What follows belongs to an exercise in optimizing a design on an open flow for small area; a production flow would make more cautious choices. Only simulation tests tie the RTL to the original design; equivalence was not proved. No activity file was given, so power comes from the tool's default toggle rates.

==> v1 <==
==> flow/design.v <==
`timescale 1ns / 1ps
module Clock_Counter(
    input clk_100MHZ,
    input rst,
    input wire [4:0] pb,
    input wire [15:0] switch,
    output wire [7:0] seg,
    output wire [15:0] leds,
    output wire [3:0] anode,
    output hsync,
    output vsync,
    output wire [3:0] VGA_Red,
    output wire [3:0] VGA_Green,
    output wire [3:0] VGA_Blue
    );
    function ge10; input [9:0] x; input [9:0] k; integer i; reg r;
        begin
            r = 1'b1;
            for (i = 0; i < 10; i = i + 1)
                r = k[i] ? (x[i] & r) : (x[i] | r);
            ge10 = r;
        end
    endfunction
    function le10; input [9:0] x; input [9:0] k; integer i; reg r;
        begin
            r = 1'b1;
            for (i = 0; i < 10; i = i + 1)
                r = k[i] ? (~x[i] | r) : (~x[i] & r);
            le10 = r;
        end
    endfunction
    localparam [12:0] TB_SEED = 13'd6948;
    localparam [12:0] TB_END  = 13'd3649;
    localparam [12:0] TB_MASK = 13'd3047;
    reg [12:0] tb_sr;
    reg        tb_half;
    wire       tb_end = ((tb_sr & TB_MASK) == (TB_END & TB_MASK));
    wire       tick = tb_end & ~tb_half;
    always @(posedge clk_100MHZ) begin
        if (rst) begin
            tb_sr <= TB_SEED;
            tb_half <= 0;
        end else if (tb_end) begin
            tb_sr <= TB_SEED;
            tb_half <= ~tb_half;
        end else
            tb_sr <= {tb_sr[11:0], tb_sr[12] ^ tb_sr[2]};
    end
    reg [3:0] s1, m1, h1;
    reg [2:0] s10, m10;
    reg [1:0] h10;
    function [3:0] t10; input [3:0] d;
        t10 = {d[0] & (d[3] | (d[2] & d[1])), d[1] & d[0], d[0] & ~d[3], 1'b1};
    endfunction
    function [2:0] t6; input [2:0] d;
        t6 = {d[0] & (d[2] | d[1]), d[0] & ~d[2], 1'b1};
    endfunction
    wire s1_9 = s1[3] & s1[0];
    wire s_59 = s1_9 & s10[2] & s10[0];
    wire m1_9 = m1[3] & m1[0];
    wire m_59 = m1_9 & m10[2] & m10[0];
    wire h1_9 = h1[3] & h1[0];
    wire h_23 = h10[1] & h1[1] & h1[0];
    wire en_s1  = tick & ~pb[2] & ~pb[1];
    wire en_s10 = en_s1 & s1_9;
    wire en_m1  = tick & ~pb[2] & (pb[1] | s_59);
    wire en_m10 = en_m1 & m1_9;
    wire en_h1  = tick & (pb[2] | (~pb[1] & s_59 & m_59));
    wire en_h10 = en_h1 & (h1_9 | h_23);
    always @(posedge clk_100MHZ) begin
        s1  <= {4{~rst}} & (s1  ^ ({4{en_s1}}  & t10(s1)));
        s10 <= {3{~rst}} & (s10 ^ ({3{en_s10}} & t6(s10)));
        m1  <= {4{~rst}} & (m1  ^ ({4{en_m1}}  & t10(m1)));
        m10 <= {3{~rst}} & (m10 ^ ({3{en_m10}} & t6(m10)));
        h1  <= {4{~rst}} & (h1  ^ ({4{en_h1}}  & (h_23 ? h1 : t10(h1))));
        h10 <= {2{~rst}} & (h10 ^ ({2{en_h10}} & (h_23 ? h10 : {h10[0], 1'b1})));
    end
    assign leds = {8'b0, 1'b0, s10, s1};
    function [6:0] seg_on;
        input [3:0] n;
        reg A, B, C, D;
        begin
            {A, B, C, D} = n;
            seg_on[0] = A | C | ~(B ^ D);
            seg_on[1] = ~B | ~(C ^ D);
            seg_on[2] = B | ~C | D;
            seg_on[3] = A | (~B & ~D) | (~B & C) | (C & ~D) | (B & ~C & D);
            seg_on[4] = ~D & (~B | C);
            seg_on[5] = A | (~C & ~D) | (B & ~C) | (B & ~D);
            seg_on[6] = A | (B ^ C) | (C & ~D);
        end
    endfunction
    reg [1:0] px;
    always @(posedge clk_100MHZ) px <= {2{~rst}} & {px[0], ~px[1]};
    wire pix = ~px[1] & px[0];
    reg [4:0] sc;
    always @(posedge clk_100MHZ) sc <= {5{~rst}} & {sc[3:0], ~sc[4]};
    wire scan = ~sc[4] & sc[3];
    reg [1:0] cur;
    reg [3:0] disp;       
    reg       dp_n;
    always @(posedge clk_100MHZ) begin
        if (rst) begin
            cur <= 2'b10;
            disp <= 4'hC;
            dp_n <= 1'b1;
        end else if (scan) begin
            cur <= {cur[0], ~cur[1]};
            case (cur)
                2'b10: disp <= {2'b00, h10};
                2'b00: disp <= h1;
                2'b01: disp <= {1'b0, m10};
                default: disp <= m1;
            endcase
            dp_n <= ~((cur == 2'b00) & tb_half);
        end
    end
    wire blank = disp[3] & disp[2];
    assign seg = {dp_n, ~(seg_on(disp) & {7{~blank}})};
    assign anode = {4{blank}} | ~{cur == 2'b00, cur == 2'b01, cur == 2'b11, cur == 2'b10};
    reg [3:0] slot;
    reg [6:0] hp;
    wire s_col = (slot == 4'd2) | (slot == 4'd5);
    wire s_x   = slot[3];
    wire s_xa  = s_x & ~slot[0];
    wire s_dig = ~s_col & ~s_x;
    wire slot_end = &hp;
    wire [6:0] hp_start = (slot == 4'd7) ? 7'd3 :           
                          (slot == 4'd8) ? 7'd31 :          
                          (slot == 4'd1 || slot == 4'd4) ? 7'd94 :   
                          7'd43;                            
    wire h_wrap = s_xa & (hp == 7'd30);     
    reg [10:0] ln;        
    wire adv = pix & slot_end;
    wire lnw = pix & h_wrap;
    always @(posedge clk_100MHZ) begin
        if (rst) begin
            slot <= 4'd8;
            hp <= 7'd31;
        end else begin
            slot <= (adv & slot[3] & slot[0]) ? 4'd0 : slot + adv;
            hp <= adv ? hp_start : hp + pix;
        end
    end
    localparam [9:0] VOFS = 10'd245;
    always @(posedge clk_100MHZ) begin
        if (rst) ln <= {VOFS, 1'b1};
        else if (lnw & (ln == {VOFS + 10'd524, 1'b1})) ln <= {VOFS, 1'b0};
        else ln <= ln + lnw;
    end
    wire [9:0] v = ln[10:1];
    assign hsync = ~(s_xa & ge10({3'd0, hp}, 10'd31));
    assign vsync = ge10(v, VOFS + 10'd3);
    wire rA  = ge10(v, VOFS + 10'd150) & le10(v, VOFS + 10'd165);
    wire rBF = ge10(v, VOFS + 10'd165) & le10(v, VOFS + 10'd235);
    wire rG  = ge10(v, VOFS + 10'd235) & le10(v, VOFS + 10'd250);
    wire rCE = ge10(v, VOFS + 10'd250) & le10(v, VOFS + 10'd320);
    wire rD  = ge10(v, VOFS + 10'd320) & le10(v, VOFS + 10'd335);
    wire rCol = (ge10(v, VOFS + 10'd200) & le10(v, VOFS + 10'd217)) |
                (ge10(v, VOFS + 10'd277) & le10(v, VOFS + 10'd294));
    wire cWC = ~s_x & le10({3'd0, hp}, 10'd108);    
    wire cW = cWC & ~s_col;
    wire cL = s_dig & le10({3'd0, hp}, 10'd53);
    wire cR = cW & ge10({3'd0, hp}, 10'd98);
    wire cCol = cWC & s_col;
    reg [3:0] vd;         
    always @(*) begin
        case (slot[2:0])
            3'd0: vd = {2'b00, h10};
            3'd1: vd = h1;
            3'd3: vd = {1'b0, m10};
            3'd4: vd = m1;
            3'd6: vd = {1'b0, s10};
            default: vd = s1;
        endcase
    end
    wire [6:0] vs = seg_on(vd);
    wire lit = (cW & ((rA & vs[0]) | (rG & vs[6]) | (rD & vs[3]))) |
               (cL & ((rBF & vs[5]) | (rCE & vs[4]))) |
               (cR & ((rBF & vs[1]) | (rCE & vs[2]))) |
               (cCol & rCol);
    assign VGA_Red   = lit ? switch[15:12] : 4'b0;
    assign VGA_Green = lit ? switch[11:8]  : 4'b0;
    assign VGA_Blue  = lit ? switch[7:4]   : 4'b0;
endmodule
==> flow/flow/run.sh <==
#!/bin/bash
# Standard ORFS layout with these changes: port buffers use the smallest
# buffer cell, logic cells are swapped to their smallest drive strength
# before repair_design (flow/downsize.tcl), constant outputs share one tie
# cell, and clock tree synthesis uses small clock buffers without dummy
# loads. Make's output goes to flow.log; each ORFS step writes its own log
# under orfs/logs/.
set -euo pipefail
HERE=$(pwd)
bash standard.sh \
  "BUFFER_PORTS_ARGS=-buffer_cell sky130_fd_sc_hd__buf_1" \
  "PRE_RESIZE_TCL=$HERE/flow/downsize.tcl" \
  "SKIP_REPAIR_TIE_FANOUT=1" \
  "CTS_ARGS=-sink_clustering_enable -repair_clock_nets -dont_use_dummy_load -buf_list sky130_fd_sc_hd__clkbuf_4 -sink_clustering_size 12" \
  finish > flow.log 2>&1
==> flow/flow/downsize.tcl <==
# Swap each logic cell for the smallest-area drive strength of the same
# cell (same function and pins, not on the don't-use list). repair_design,
# which runs next, upsizes again wherever slew, capacitance or fanout need it.
set dont_use $::env(DONT_USE_CELLS)
set swapped 0
set saved 0.0
foreach inst [get_cells *] {
  set lc [get_lib_cells -of_objects $inst]
  if { $lc == "" || $lc == "NULL" } { continue }
  set name [get_name $lc]
  if { ![regexp {^(sky130_fd_sc_hd__[a-z0-9]+)_[0-9]+$} $name -> base] } { continue }
  if { [regexp {tap|fill|conb|df|dl|clk|lpflow} $base] } { continue }
  set best $lc
  set best_area [get_property $lc area]
  foreach e [get_lib_cells */${base}_*] {
    if { $e == "NULL" } { continue }
    set en [get_name $e]
    if { ![regexp "^${base}_\[0-9\]+\$" $en] } { continue }
    if { [lsearch -exact $dont_use $en] >= 0 } { continue }
    if { ![sta::equiv_cells $lc $e] } { continue }
    set a [get_property $e area]
    if { $a < $best_area - 1e-6 } {
      set best $e
      set best_area $a
    }
  }
  if { $best != $lc } {
    set saved [expr { $saved + [get_property $lc area] - $best_area }]
    replace_cell $inst $best
    incr swapped
  }
}
puts "downsize: swapped $swapped cells, saved [format %.1f $saved] um^2"
==> flow/standard.sh <==
#!/bin/bash
# synth_recipe.tcl (not shown) runs the flow's synth.tcl, then flattens the netlist and writes it again
# the make line also repeats each setting of config.mk as NAME=value (left out here)
make -C /OpenROAD-flow-scripts/flow DESIGN_CONFIG=/design/flow/config.mk WORK_HOME=/design/flow/orfs CLKGATE_MAP_FILE= SYNTH_SCRIPT=/design/flow/synth_recipe.tcl "${@:-finish}"
==> flow/config.mk <==
export PLATFORM = sky130hd
export DESIGN_NAME = Clock_Counter
export DESIGN_NICKNAME = Clock_Counter
export VERILOG_FILES = /design/flow/design.v
export SDC_FILE = /design/flow/constraint.sdc
export NUM_CORES = 4
export LEC_CHECK = 0
export CAP_MARGIN = 20
export CORE_MARGIN = 2
export CORE_UTILIZATION = 35
export PLACE_DENSITY = 0.6
export SLEW_MARGIN = 20
==> flow/constraint.sdc <==
create_clock -name core_clock -period 10.0 [get_ports {clk_100MHZ}]
set_input_delay 2.0000 -clock core_clock [delete_from_list [all_inputs] [get_ports {clk_100MHZ}]]
set_output_delay 2.0000 -clock core_clock [all_outputs]
set_load 0.01 [all_outputs]
==> v39: changes against v1 <==
==> flow/flow/run.sh (replaced) <==
#!/bin/bash
# Standard ORFS layout with two changes: port buffers use the smallest
# buffer cell, and clock tree synthesis uses small clock buffers without
# dummy loads. Make's output goes to flow.log; each ORFS step writes its
# own log under orfs/logs/.
set -euo pipefail
bash standard.sh \
  "BUFFER_PORTS_ARGS=-buffer_cell sky130_fd_sc_hd__buf_1" \
  "CTS_ARGS=-sink_clustering_enable -repair_clock_nets -dont_use_dummy_load -buf_list sky130_fd_sc_hd__clkbuf_4" \
  finish > flow.log 2>&1
removed: flow/flow/downsize.tcl
==> notes <==
Against v39, the final area of v1 is smaller by about 1%. In power, v39 and v1 hardly differ. Clock power is about the same in v39 and v1. Of v39 and v1, v1 has the higher sequential share of layout area (gap 0.35 points). In v1 the worst setup slack is lower than in v39, by 0.0078 ns. In combinational power, v1 and v39 hardly differ.
==> figures <==
Total length of routed wires: v1 8.48 mm; v39 8.52 mm
Maximum vdd ir drop: v1 0.0431 mV; v39 0.0583 mV
Total number of vias: v1 3435; v39 3486
Global placement routability congestion: v1 0.824; v39 0.816
Worst path max stage delay: v1 0.88 ns; v39 0.84 ns
First-pass GRT wire length: v1 14.5 mm; v39 14.5 mm
Result of the run: v1 complete, no violations; v39 complete, no violations
Final Critical Period: v1 6.10 ns; v39 6.09 ns
Fraction of area in multi-input gates: v1 54.8%; v39 55.7%
Slew at the pin closest to its max-slew limit: v1 0.890 ns; v39 0.910 ns
Final worst slack: v1 3.90 ns; v39 3.91 ns
Total power per unit cell area: v1 112 nW/um2; v39 110 nW/um2
Post-DR vias/cell: v1 5.16; v39 5.18

port drivers added, routing unchanged:
The flow's constraints put no driver on any port. The routed layouts listed below were extracted and timed again, unchanged, in two steps. Step 1 sets driving cells, clkbuf_16 on the clock port and buf_2 on the other inputs (assumed; they add their load-dependent delay and slew). Step 2, shift: input delay + t, output delay - t, t = (earliest + latest rising clock arrival at the registers) / 2. This alone moves slack from input paths to output paths. Three values: no drivers, after step 1, after step 2; two values: the first two.
run	shift t [ns]	setup WS [ns]	clock arrival spread, ns
v1	0.456	3.905 / 3.876 / 4.331	0.030 / 0.031
v39	0.455	3.913 / 3.882 / 4.337	0.034 / 0.034
After both steps every run listed still meets setup and hold.
